This design comes from an exercise in tuning for small area on the open sky130 flow, not from production work.
Only simulation tests tie the RTL to the original design; equivalence was not proved.
Power and IR drop assume default switching activity.

Setup of build 3:
// cic3
module cic3
    #(parameter DECIMATION_FACTOR = 256,  
    parameter CLOCK_WIDTH = $clog2(DECIMATION_FACTOR),
    parameter NUMBITS = 3*CLOCK_WIDTH+1)
    (output logic [NUMBITS-1:0] out,  
    input logic in,  
    input logic clk,  
    input logic reset_n);  
localparam int W = 25;    
localparam int L = 141;   
localparam int PB = 26;   
localparam int PC = 52;   
localparam int PO = 119;  
localparam int NSEG = 3;
localparam int B1 = 9;    
localparam int B2 = 17;   
function automatic integer seg(input integer i);
    if (i >= B2) seg = 2;
    else if (i >= B1) seg = 1;
    else seg = 0;
endfunction
logic [7:0] cnt;           
logic first;              
logic [W-1:0] acc1, acc2, acc3;
logic [NSEG-1:1] k1, k2, k3;   
logic [L-1:0] ring;
logic cy1, cy2;            
logic [W-1:0] sum1, sum2, sum3, acc3g, wr;
logic [W:0] cr1, cr2, cr3;
logic [NSEG-1:1] k1n, k2n, k3n;
logic ser_first, ser_act, out_load;
logic sa, sb, sc, s1, s2, c1i, c2i;
always_comb begin
    for (int i = 0; i < W; i++) begin
        wr[i]    = (cnt == seg(i));    
        acc3g[i] = wr[i] ? 1'b0 : acc3[i];
    end
    for (int i = 0; i < W; i++) begin
        if (i == 0) begin
            cr1[i] = in; cr2[i] = 1'b0; cr3[i] = 1'b0;
        end else if (i == B1) begin
            k1n[1] = cr1[i]; k2n[1] = cr2[i]; k3n[1] = cr3[i];
            cr1[i] = k1[1];  cr2[i] = k2[1];  cr3[i] = k3[1];
        end else if (i == B2) begin
            k1n[2] = cr1[i]; k2n[2] = cr2[i]; k3n[2] = cr3[i];
            cr1[i] = k1[2];  cr2[i] = k2[2];  cr3[i] = k3[2];
        end
        sum1[i]  = acc1[i] ^ cr1[i];
        cr1[i+1] = acc1[i] & cr1[i];
        sum2[i]  = acc2[i] ^ acc1[i] ^ cr2[i];
        cr2[i+1] = (acc2[i] & acc1[i]) | (acc2[i] & cr2[i]) | (acc1[i] & cr2[i]);
        sum3[i]  = acc3g[i] ^ acc2[i] ^ cr3[i];
        cr3[i+1] = (acc3g[i] & acc2[i]) | (acc3g[i] & cr3[i]) | (acc2[i] & cr3[i]);
    end
end
always_comb begin
    ser_first = (cnt == 8'd1);
    ser_act   = (cnt >= 8'd1) && (cnt <= 8'd25);
    out_load  = (cnt == 8'd127);
    sa  = ring[0];
    sb  = ring[PB-1] & !ser_first;
    sc  = ring[PC];
    c1i = ser_first ? 1'b0 : cy1;
    c2i = ser_first ? 1'b1 : cy2;
    s1  = sa ^ sc ^ c1i;
    s2  = s1 ^ ~sb ^ c2i;
end
  ...
Size: roughly 460 cells after synthesis, about 28 I/O pins, about 0.0079 sq mm of cells after synthesis.
clock: 5.0 ns
lec_check: 0
cap_margin: 20
core_margin: 2
core_utilization: 70
cts_buf_list: sky130_fd_sc_hd__clkbuf_8
cts_cluster_diameter: 50
cts_cluster_size: 16
slew_margin: 20
standard.sh (not shown) runs the stock make flow with config.mk's settings and CLKGATE_MAP_FILE= SYNTH_SCRIPT=/design/flow/synth_recipe.tcl, a recipe that flattens the netlist after the stock synthesis.
==> flow/flow/run.sh <==
#!/bin/bash
export BUFFER_PORTS_ARGS="-buffer_cell sky130_fd_sc_hd__buf_1"
export CTS_ARGS="-sink_clustering_enable -repair_clock_nets -sink_clustering_size 24 -sink_clustering_max_diameter 60 -buf_list sky130_fd_sc_hd__clkbuf_16 -root_buf sky130_fd_sc_hd__clkbuf_16 -dont_use_dummy_load"
bash standard.sh > standard.log 2>&1
The following lists how build 25 was set up differently from build 3:
==> flow/flow/run.sh <==
#!/bin/bash
export BUFFER_PORTS_ARGS="-buffer_cell sky130_fd_sc_hd__buf_1"
export CTS_ARGS="-sink_clustering_enable -repair_clock_nets -sink_clustering_size 20 -sink_clustering_max_diameter 55 -buf_list sky130_fd_sc_hd__clkbuf_8 -root_buf sky130_fd_sc_hd__clkbuf_8 -dont_use_dummy_load"
bash standard.sh > standard.log 2>&1
Notes after the runs:
- Build 25 reports a lower final period utilization than build 3 does.
- Total power, build 25 and build 3, higher one = build 3.
- Between build 25 and build 3, number of filler cells placed in the layout is lower for build 3, build 25 comes in above that.
- Count of nets after finishing (build 25 vs. build 3) increases slightly
- On hold slack, build 25 tracks build 3 almost exactly.
- Summary of build 25 over build 3: number of enable-type register cells in the synthesized netlist about even; number of clock buffer instances in the layout increased 2; via total after detailed routing stayed essentially flat.
- Setup slack in build 25 is larger than in build 3.
The inputs of build 58 differ from those of build 25 as listed below.
==> flow/flow/run.sh <==
#!/bin/bash
export BUFFER_PORTS_ARGS="-buffer_cell sky130_fd_sc_hd__buf_1"
bash standard.sh > standard.log 2>&1
## What came out
Build 58 and build 25 ended up with roughly the same non-clock buffer count.
Build 25 → build 58: largest voltage drop on the vdd net shows an increase of 0.018 mV, power shows an increase of about 3.7%, sequential share of layout area shows a reduction of 0.83 points.
Comparing build 58 and build 25, clock skew is lower on build 58.
Via count, build 58 vs build 25: up slightly
Changes observed in build 58 relative to build 25: hold slack has decreased, clock slew seen by the registers of the worst setup and hold paths has remained practically unchanged, clock network fraction of design power has increased, TritonCTS buffer count has increased.
Input-level comparison between build 18 and build 58:
--- a/flow/flow/run.sh
+++ b/flow/flow/run.sh
@@ -2,0 +3 @@
+export CTS_ARGS="-sink_clustering_enable -repair_clock_nets -sink_clustering_size 12 -sink_clustering_max_diameter 40 -buf_list sky130_fd_sc_hd__clkbuf_4 -root_buf sky130_fd_sc_hd__clkbuf_8 -dont_use_dummy_load"
==> comparison <==
Comparing layout net count for build 58 and build 18, the bigger number came from build 18. Against build 58, build 18 reports a core utilization that is lower. There was hardly any difference in first-pass GRT wire length between build 58 and build 18. On worst hold slack, build 18 tracks build 58 almost exactly. Taking build 58 as the reference, in build 18 largest driver fanout on the critical path level; sequential share of layout area higher; final routed wirelength across all metal layers now smaller. Build 18 against build 58: multi-input gate share of the layout cell area up 0.25 points; cell area dropped 1.1%; share of power burned in combinational logic rose by 0.3 points; setup slack increased by 0.0081 ns relative to the old numbers.
Setup changes, build 18 to build 90
==> flow/flow/run.sh <==
#!/bin/bash
export BUFFER_PORTS_ARGS="-buffer_cell sky130_fd_sc_hd__buf_1"
export CTS_ARGS="-sink_clustering_enable -repair_clock_nets -sink_clustering_size 16 -sink_clustering_max_diameter 50 -buf_list sky130_fd_sc_hd__clkbuf_8 -root_buf sky130_fd_sc_hd__clkbuf_8 -dont_use_dummy_load"
bash standard.sh > standard.log 2>&1
--- outcome ---
Diff build 18 and build 90: net count reported at finish lower in build 90. In the reports for build 18 and build 90, the smaller sequential share of layout area belongs to build 90. Looking at build 18 and build 90, the starting density of the core is a wash.
The following lists how build 76 was set up differently from build 90:
==> flow/flow/run.sh <==
#!/bin/bash
export BUFFER_PORTS_ARGS="-buffer_cell sky130_fd_sc_hd__buf_1"
export CTS_ARGS="-sink_clustering_enable -repair_clock_nets -sink_clustering_size 10 -sink_clustering_max_diameter 35 -buf_list sky130_fd_sc_hd__clkbuf_4 -root_buf sky130_fd_sc_hd__clkbuf_8 -dont_use_dummy_load"
bash standard.sh > standard.log 2>&1
Notes after the runs:
- Post-layout minimum cycle time delta for build 76 relative to build 90: 0.0039 ns lower
- Build 76 completed; timing, DRC and antenna clean
- Build 90 completed; timing, DRC and antenna clean
- Delta (build 76 minus build 90): power moved up, flip-flop and latch area level, wire length of the first global-routing pass moved up, upper clock frequency limit level.

re-timing with driven ports:
The flow's constraints put no driver on any port. The routed layouts listed below were extracted and timed again, unchanged, in two steps. Step 1 assumes that a clkbuf_16 drives the clock port and a buf_2 every other input. Step 2 times the ports against the registers' clock, not the clock port: input delays grow and output delays shrink by t, the midpoint of the rising clock arrivals with the driver on. a / b / c = ideal ports / drivers / drivers and shift; a / b = the first two.
run | t (ns) | setup slack, ns | slew at the worst register clock pin (ns)
build 3 | 0.485 | 0.256 / 0.256 / 0.256 | 0.09 / 0.09
build 25 | 0.508 | 0.265 / 0.265 / 0.265 | 0.11 / 0.11
build 58 | 0.532 | 0.264 / 0.264 / 0.264 | 0.10 / 0.10
build 18 | 0.522 | 0.272 / 0.272 / 0.272 | 0.12 / 0.12
build 90 | 0.510 | 0.271 / 0.271 / 0.271 | 0.09 / 0.09
build 76 | 0.514 | 0.274 / 0.274 / 0.274 | 0.11 / 0.11
After both steps setup and hold are still met in every run listed.
